Context: an optimization exercise on an open-source flow, tuned for small area. The choices shown serve that exercise and are no tape-out recipe.
In this exercise RTL edits were held to simulation tests only and were not proved equivalent to the original.
No activity file was given, so power comes from the tool's default toggle rates.

## run 2
==> flow/design.v <==
module PWMConvert(GCK, Vsync, mode, rst, OUT, data, addr, en);
input            GCK;
input            Vsync;
input            mode;
input            rst;
input     [15:0] data;
output    [15:0] OUT;
output    [ 8:0] addr;
output           en;
reg       [15:0] OUT;
reg       [15:0] T;         
reg       [ 6:0] Q;         
reg       [ 1:0] lc;        
reg              pf;        
reg              pf_d;      
reg              p9_d;      
reg              xfer;      
reg              st;        
reg              sh_r;      
reg              ld_r;      
reg       [ 4:0] bus_r;     
reg       [ 4:0] early [0:15];
reg       [ 4:0] cs    [0:15];
integer i;
wire       l1    = (~Vsync & (lc == 2'd0)) | st;
wire       pfrd  = l1 | pf;
wire [6:0] base  = l1 ? Q + 7'd1 : pf ? Q : Q - 7'd1;
always @(posedge GCK or posedge rst) begin
  if (rst) begin
    lc   <= 2'd3;
    Q    <= 7'd0;
    pf   <= 1'b0;
    pf_d <= 1'b0;
    xfer <= 1'b0;
    p9_d <= 1'b0;
  end
  else begin
    lc   <= Vsync ? 2'd0 : lc + 2'd1;
    if (l1) Q <= Q + 7'd1;
    pf   <= l1 | (pf & (T[3:0] != 4'd14));
    pf_d <= pfrd;
    xfer <= ~Vsync & (lc == 2'd1);
    p9_d <= base[5];
  end
end
always @(posedge GCK or posedge rst) begin
  if (rst) st <= 1'b1;
  else     st <= 1'b0;
end
always @(posedge GCK) begin
  if (l1) T <= 16'd0;
  else    T <= T + 16'd1;
end
assign addr = {base[4:0], l1 ? 4'd15 : T[3:0]};
assign en   = mode ? base[6] : base[5];
wire [15:0] m    = mode ? {1'b0, data[15:1]} : data;
wire        cin  = mode & data[0] & ~p9_d;
wire [ 4:0] vl5  = {1'b0, m[3:0]} + {4'b0, cin};   
wire [11:0] mh   = m[15:4];
wire [11:0] Th   = T[15:4];
wire        c   = vl5[4];
wire [11:0] p   = ~(mh ^ Th);           
wire [11:0] gA  = mh & ~Th;
wire [11:0] oA  = mh | ~Th;
wire        hi1 = (p[0] == c)  & ((p[11:1] ^ oA[10:0]) == 11'd0);
wire        hi0 = (p[0] != c)  & ((p[11:1] ^ ~gA[10:0]) == 11'd0);
wire        lge = (vl5[3:0] >= T[3:0]);
wire arm      = (hi0 & lge) | (hi1 & ~lge);       
wire early_ok = hi0 | (hi1 & ~lge);               
wire [4:0] v5 = {m[4] ^ vl5[4], vl5[3:0]};
wire [4:0] k  = pf_d ? v5 : v5 - T[4:0];
reg  [4:0] lfsr_pre;
always @(*) begin
  case (k)
      5'd0: lfsr_pre = 5'h00;
      5'd1: lfsr_pre = 5'h0f;
      5'd2: lfsr_pre = 5'h08;
      5'd3: lfsr_pre = 5'h1b;
      5'd4: lfsr_pre = 5'h02;
      5'd5: lfsr_pre = 5'h0e;
      5'd6: lfsr_pre = 5'h18;
      5'd7: lfsr_pre = 5'h13;
      5'd8: lfsr_pre = 5'h16;
      5'd9: lfsr_pre = 5'h04;
      5'd10: lfsr_pre = 5'h0d;
      5'd11: lfsr_pre = 5'h09;
      5'd12: lfsr_pre = 5'h0b;
      5'd13: lfsr_pre = 5'h0a;
      5'd14: lfsr_pre = 5'h1a;
      5'd15: lfsr_pre = 5'h12;
      5'd16: lfsr_pre = 5'h06;
      5'd17: lfsr_pre = 5'h0c;
      5'd18: lfsr_pre = 5'h19;
      5'd19: lfsr_pre = 5'h03;
      5'd20: lfsr_pre = 5'h1e;
      5'd21: lfsr_pre = 5'h10;
      5'd22: lfsr_pre = 5'h07;
      5'd23: lfsr_pre = 5'h1c;
      5'd24: lfsr_pre = 5'h11;
      5'd25: lfsr_pre = 5'h17;
      5'd26: lfsr_pre = 5'h14;
      5'd27: lfsr_pre = 5'h05;
      5'd28: lfsr_pre = 5'h1d;
      5'd29: lfsr_pre = 5'h01;
      5'd30: lfsr_pre = 5'h1f;
      default: lfsr_pre = 5'h00;
  endcase
end
always @(posedge GCK) begin
  sh_r  <= pf_d;
  ld_r  <= ~pf_d & arm;
  bus_r <= (pf_d & ~early_ok) ? 5'h15 : lfsr_pre;
end
always @(posedge GCK) begin
  if (sh_r) begin
    early[15] <= ~bus_r;
    for (i = 0; i < 15; i = i + 1) early[i] <= early[i + 1];
  end
  for (i = 0; i < 16; i = i + 1) begin
    if (xfer)
      cs[i] <= ~early[(i + 1) & 15];
    else if (ld_r && T[3:0] == ((i + 2) & 15))
      cs[i] <= bus_r;
    else
      cs[i] <= {~cs[i][3:0], ~(cs[i][4] ^ cs[i][2])};
  end
end
always @(posedge GCK or posedge rst) begin
  if (rst) OUT <= 16'b0;
  else begin
    for (i = 0; i < 16; i = i + 1) begin
      if (xfer)               OUT[i] <= 1'b1;
      else if (cs[i] == 5'd0) OUT[i] <= 1'b0;
    end
  end
end
endmodule
clock: 4.0 ns
lec_check: 0
cap_margin: 20
core_margin: 2
core_utilization: 60
cts_buf_list: sky130_fd_sc_hd__clkbuf_8
cts_cluster_diameter: 50
cts_cluster_size: 20
place_density: 0.75
slew_margin: 20
standard.sh (not shown) runs the stock make flow with config.mk's settings and CLKGATE_MAP_FILE= SYNTH_SCRIPT=/design/flow/synth_recipe.tcl, a recipe that flattens the netlist after the stock synthesis.
==> flow/flow/run.sh <==
#!/bin/bash
# The standard layout (standard.sh) with these changes:
# - synthesis runs ORFS's own scripts, copied here, with an area-only ABC
#   script (flow/abc_area.script, selected by ABC_AREA=1) and without the
#   adder-extraction step (ADDER_MAP_FILE empty); registers are unchanged;
# - port buffers use the smallest buffer cell;
# - CTS inserts no dummy loads.
set -euo pipefail
rm -rf myscripts
cp -r "$FLOW_HOME/scripts" myscripts
cp flow/abc_area.script myscripts/abc_area.script
bash standard.sh SCRIPTS_DIR="$PWD/myscripts" ABC_AREA=1 ADDER_MAP_FILE= synth > synth.log 2>&1
export BUFFER_PORTS_ARGS="-buffer_cell sky130_fd_sc_hd__buf_1"
export CTS_ARGS="-sink_clustering_enable -repair_clock_nets -sink_clustering_size 10 -sink_clustering_max_diameter 40 -buf_list sky130_fd_sc_hd__clkbuf_4 -dont_use_dummy_load"
bash standard.sh > layout.log 2>&1
==> flow/flow/abc_area.script <==
strash
dc2
&get -n
&dch -f
&nf -a -R 1000
&put
topo
The following lists how run 4 was set up differently from run 2:
--- a/flow/design.v
+++ b/flow/design.v
@@ -56,16 +56,26 @@
 wire [15:0] m    = mode ? {1'b0, data[15:1]} : data;
 wire        cin  = mode & data[0] & ~p9_d;
 wire [ 4:0] vl5  = {1'b0, m[3:0]} + {4'b0, cin};   
 wire [11:0] mh   = m[15:4];
 wire [11:0] Th   = T[15:4];
-wire        c   = vl5[4];
-wire [11:0] p   = ~(mh ^ Th);           
-wire [11:0] gA  = mh & ~Th;
-wire [11:0] oA  = mh | ~Th;
-wire        hi1 = (p[0] == c)  & ((p[11:1] ^ oA[10:0]) == 11'd0);
-wire        hi0 = (p[0] != c)  & ((p[11:1] ^ ~gA[10:0]) == 11'd0);
+reg  [11:0] tp, tm;
+integer b;
+always @(*) begin
+  tp[0] = 1'b1;
+  tm[0] = 1'b1;
+  for (b = 1; b < 12; b = b + 1) begin
+    tp[b] = tp[b-1] &  Th[b-1];
+    tm[b] = tm[b-1] & ~Th[b-1];
+  end
+end
+wire [11:0] x   = mh ^ Th;
+wire        eqA = (x == 12'd0);    
+wire        eqP = (x == tp);       
+wire        eqM = (x == tm);       
+wire        hi0 = vl5[4] ? eqM : eqA;    
+wire        hi1 = vl5[4] ? eqA : eqP;    
 wire        lge = (vl5[3:0] >= T[3:0]);
 wire arm      = (hi0 & lge) | (hi1 & ~lge);       
 wire early_ok = hi0 | (hi1 & ~lge);               
 wire [4:0] v5 = {m[4] ^ vl5[4], vl5[3:0]};
 wire [4:0] k  = pf_d ? v5 : v5 - T[4:0];
Findings:
- All of run 4 and run 2 finish clean.
- Summary of run 4 over run 2: total wirelength of the detailed-routed design went up 6.2%, layout clock buffer count saw a decrease.
- Where half-perimeter wire length of the detailed placement result is concerned, run 2 is better than run 4.
- Changes observed in run 4 relative to run 2: final area rose by about 0.3%; area after synthesis rose by about 0.56%; worst path arrival time fell by 0.11 ns.
- Net load switching power, run 4 vs run 2: up slightly
- | number of multi-input logic gates | higher: run 4 |
- In run 4, clock network power share is lower than in run 2.

[separate check: timing with driven ports]
Ports are ideal in the flow. The routed layouts listed here were re-timed in OpenROAD. Step 1: set_driving_cell puts a clkbuf_16 on GCK and a buf_2 on each other input, an assumption about the parent block. Step 2 moves the port delays by t, midway between the first and last clock arrival at a register: inputs arrive t later, outputs are due t later. That takes back most of the time a late clock gives input paths. Slacks: no drivers / after step 1 / after step 2; pairs: no drivers / after step 1.
run | t, ns | setup slack, ns | hold slack, ns
run 2 | 0.655 | 0.512 / 0.473 / 0.128 | 0.228 / 0.208 / 0.420
run 4 | 0.664 | 0.619 / 0.583 / 0.048 | 0.222 / 0.208 / 0.416
After both steps every run listed still meets setup and hold. The setup slack of run 4, which loses most, moves by -0.036 ns with the drivers and by -0.571 ns with both steps.
